Background: an optimization exercise with open tools, aiming at small area and few clock cycles. Do not read the settings as production practice. RTL that was checked went through simulation tests only; none was proved equivalent to the original. Power is estimated from default activity; no workload was simulated.

== run a ==
==> module mul_divider, before the edit <==
module mul_divider
(
    input   wire    rst,
    input   wire    clk,
    output  wire    muldiv_int,
                                        input   wire    muldiv_cn_wctrl,
                                        input   wire    muldiv_ar_wctrl,
    output  wire  [7:0] muldiv_br,      input   wire    muldiv_br_wctrl,
    output  wire  [7:0] muldiv_hr,      input   wire    muldiv_hr_wctrl,
    output  wire  [7:0] muldiv_cr,      input   wire    muldiv_cr_wctrl,
    input   wire  [7:0] dbus_wdata
  );
reg           muldiv_f;
reg           muldiv_md;       
reg   [1:0]   muldiv_sm;       
reg   [7:0]   ar_reg;
reg   [7:0]   br_reg;
reg   [7:0]   hr_reg;
reg   [7:0]   cr_reg;
reg   [2:0]   cnt_reg;
wire          muldiv_run = |cnt_reg;
assign  muldiv_br   =br_reg;
assign  muldiv_hr   =hr_reg;
assign  muldiv_cr   =cr_reg;
assign  muldiv_int  = muldiv_f;
wire  [7:0] a0 = muldiv_ar_wctrl ? dbus_wdata : ar_reg;
wire  [7:0] b0 = muldiv_br_wctrl ? dbus_wdata : br_reg;
wire  [7:0] h0 = muldiv_hr_wctrl ? dbus_wdata : hr_reg;
wire        start = (muldiv_cn_wctrl & dbus_wdata[5])
                  | (muldiv_ar_wctrl & (muldiv_sm==2'h1))
                  | (muldiv_br_wctrl & (muldiv_sm==2'h2))
                  | (muldiv_hr_wctrl & (muldiv_sm==2'h3));
wire        md_eff = muldiv_cn_wctrl ? dbus_wdata[3] : muldiv_md;
wire        last   = ~start & (cnt_reg == 3'h7);
function [9:0] add9;
  input [8:0] a;
  input [8:0] b;
  input       cin;
  reg   [9:0] g, p, gg, pp, ng, np;
  integer i, l, d;
  begin
    g  = {a & b, cin};
    p  = {a ^ b, 1'b0};
    gg = g; pp = p;
    for (l = 0; l < 4; l = l + 1)
    begin
      d  = 1 << l;
      ng = gg; np = pp;
      for (i = 0; i < 10; i = i + 1)
        if ((i / d) % 2 == 1)
        begin
          ng[i] = gg[i] | (pp[i] & gg[(i / d) * d - 1]);
          np[i] = pp[i] & pp[(i / d) * d - 1];
        end
      gg = ng; pp = np;
    end
    add9 = {gg[9], p[9:1] ^ gg[8:0]};
  end
endfunction
wire  [7:0]    m_h = muldiv_run ? hr_reg : 8'h0;
wire  [7:0]    m_c = muldiv_run ? cr_reg : a0;
wire  [9:0]    m_s = m_h + m_c[1:0] * b0;
wire  [15:0]   m_next = {m_s, m_c[7:2]};
reg   [7:0]  r_rem;
reg   [15:0] r_x;
reg   [8:0]  r_t;
reg   [9:0]  r_d;
integer j;
always @*
begin
  r_rem = muldiv_run ? cr_reg : 8'h0;
  r_x   = {h0, b0};
  for (j = 0; j < 2; j = j + 1)
  begin
    r_t   = {r_rem, r_x[15]};
    r_d   = add9(r_t, ~{1'b0, a0}, 1'b1);
    r_d[9] = ~r_d[9];
    r_rem = r_d[9] ? r_t[7:0] : r_d[7:0];
    r_x   = {r_x[14:0], ~r_d[9]};
  end
end
always
@(negedge rst or posedge clk)
begin
  if(~rst)
  begin
    {muldiv_f,muldiv_md,muldiv_sm}<=4'h0;
    ar_reg <=8'h0;
    br_reg <=8'h0;
    hr_reg <=8'h0;
    cr_reg <=8'h0;
    cnt_reg <=3'h0;
  end
  else
  begin
    if(muldiv_cn_wctrl) begin {muldiv_f,muldiv_md,muldiv_sm}<={dbus_wdata[6],dbus_wdata[3],dbus_wdata[1:0]}; cnt_reg<=3'h0; end
    if(muldiv_ar_wctrl) ar_reg<=dbus_wdata;
    if(muldiv_br_wctrl) br_reg<=dbus_wdata;
    if(muldiv_hr_wctrl) hr_reg<=dbus_wdata;
    if(muldiv_cr_wctrl) cr_reg<=dbus_wdata;
    if(start | (muldiv_run & ~muldiv_cn_wctrl))
    begin
      cnt_reg <= start ? (md_eff ? 3'h1 : 3'h5) : cnt_reg + 1'b1;
      muldiv_f <= last;
      if(~md_eff)
        {hr_reg,cr_reg} <= m_next;
      else
      begin
        {hr_reg,br_reg} <= r_x;
        cr_reg <= r_rem;
      end
    end
  end
end
endmodule
==> flow/config.mk <==
export PLATFORM = sky130hd
export DESIGN_NAME = mul_divider
export DESIGN_NICKNAME = mul_divider
export VERILOG_FILES = /design/flow/design.v
export SDC_FILE = /design/flow/constraint.sdc
export NUM_CORES = 4
export LEC_CHECK = 0
export ABC_AREA = 1
export CAP_MARGIN = 20
export CORE_MARGIN = 2
export CORE_UTILIZATION = 40
export GPL_TIMING_DRIVEN = 0
export SLEW_MARGIN = 20
==> flow/constraint.sdc <==
create_clock -name core_clock -period 5.0 [get_ports {clk}]
set_input_delay 1.0000 -clock core_clock [delete_from_list [all_inputs] [get_ports {clk}]]
set_output_delay 1.0000 -clock core_clock [all_outputs]
set_load 0.01 [all_outputs]
standard.sh (not shown) runs the stock make flow with config.mk's settings and CLKGATE_MAP_FILE= SYNTH_SCRIPT=/design/flow/synth_recipe.tcl, a recipe that flattens the netlist after the stock synthesis.
==> flow/flow/run.sh <==
#!/bin/bash
# Standard layout (the standard.sh), with the port buffers made from the
# smallest buffer cell instead of the default one.
export BUFFER_PORTS_ARGS="-buffer_cell sky130_fd_sc_hd__buf_1"
bash standard.sh > standard.log 2>&1
Testbench counts of run a, summed over its fixed seeds: cycles 154,097.
Modified inputs, run b compared to run a
diff --git a/flow/design.v b/flow/design.v
--- a/flow/design.v
+++ b/flow/design.v
@@ -57,30 +57,33 @@
     end
     add9 = {gg[9], p[9:1] ^ gg[8:0]};
   end
 endfunction
-wire  [7:0]    m_h = muldiv_run ? hr_reg : 8'h0;
-wire  [7:0]    m_c = muldiv_run ? cr_reg : a0;
-wire  [9:0]    m_s = m_h + m_c[1:0] * b0;
-wire  [15:0]   m_next = {m_s, m_c[7:2]};
+reg   [7:0]  u_h;
+reg   [7:0]  u_c;
 reg   [7:0]  r_rem;
 reg   [15:0] r_x;
-reg   [8:0]  r_t;
-reg   [9:0]  r_d;
+reg   [8:0]  u_a, u_b;
+reg   [9:0]  u_s;
 integer j;
 always @*
 begin
-  r_rem = muldiv_run ? cr_reg : 8'h0;
+  u_h   = start ? 8'h0 : hr_reg;
+  u_c   = start ? a0   : cr_reg;
+  r_rem = start ? 8'h0 : cr_reg;
   r_x   = {h0, b0};
   for (j = 0; j < 2; j = j + 1)
   begin
-    r_t   = {r_rem, r_x[15]};
-    r_d   = add9(r_t, ~{1'b0, a0}, 1'b1);
-    r_d[9] = ~r_d[9];
-    r_rem = r_d[9] ? r_t[7:0] : r_d[7:0];
-    r_x   = {r_x[14:0], ~r_d[9]};
+    u_a   = md_eff ? {r_rem, r_x[15]} : {1'b0, u_h};
+    u_b   = md_eff ? ~{1'b0, a0}      : {1'b0, b0 & {8{u_c[0]}}};
+    u_s   = add9(u_a, u_b, md_eff);
+    r_rem = u_s[9] ? u_s[7:0] : u_a[7:0];
+    r_x   = {r_x[14:0], u_s[9]};
+    u_h   = u_s[8:1];
+    u_c   = {u_s[0], u_c[7:1]};
   end
 end
+wire  [15:0] m_next = {u_h, u_c};
 always
 @(negedge rst or posedge clk)
 begin
   if(~rst)
==> comparison <==
- Summary of run b over run a: die area went down by about 4%, final design area excluding fillers went up by 180 um2, count of placed standard cells including taps went down by 11, synthesized instance count went down by 9.
- Diff run a..run b | share of async-settable or async-resettable flops after synthesis | negligible
- For run a, the library cell contributing the largest single delay on the critical path was sky130_fd_sc_hd__ha_1, unlike run b, where it was sky130_fd_sc_hd__fa_1.
- Against run a, run b comes in 1.4 points higher on met3 track demand over resource.
- The final reports for run b and run a show relative slew slack lower in the former.
- [compare] base=run a new=run b: final net count lost about 1.5%, proportion of power drawn by combinational gates shrank by 8.5 points.
The RTL of run b was laid out without a check of its function.

-- separate check: timing with driven ports --
The results above use ideal ports. As a check the final layouts listed here were re-extracted and re-timed, cells and wires unchanged. Step 1 sets driving cells, clkbuf_16 on the clock port and buf_2 on the other inputs (assumed; they add their load-dependent delay and slew). Step 2 adds t to the input delays and takes it off the output delays; t is the mean of the earliest and latest rising clock arrival at the registers after step 1. Input paths then give back, and output paths get back, about the clock's delay inside the block. Slacks: ideal / step 1 / step 2; pairs: ideal / step 1.
run	shift t [ns]	setup slack, ns	latest minus earliest clock arrival (ns)	pins driven straight from the clock port
run a	0.323	0.449 / 0.454 / 0.131	0.009 / 0.008	1
run b	0.328	0.244 / 0.250 / -0.077	0.018 / 0.017	1
Met with ideal ports but missed after step 2: setup timing in run b. The setup slack of run b, which loses most, moves by +0.006 ns with the drivers and by -0.321 ns with both steps.
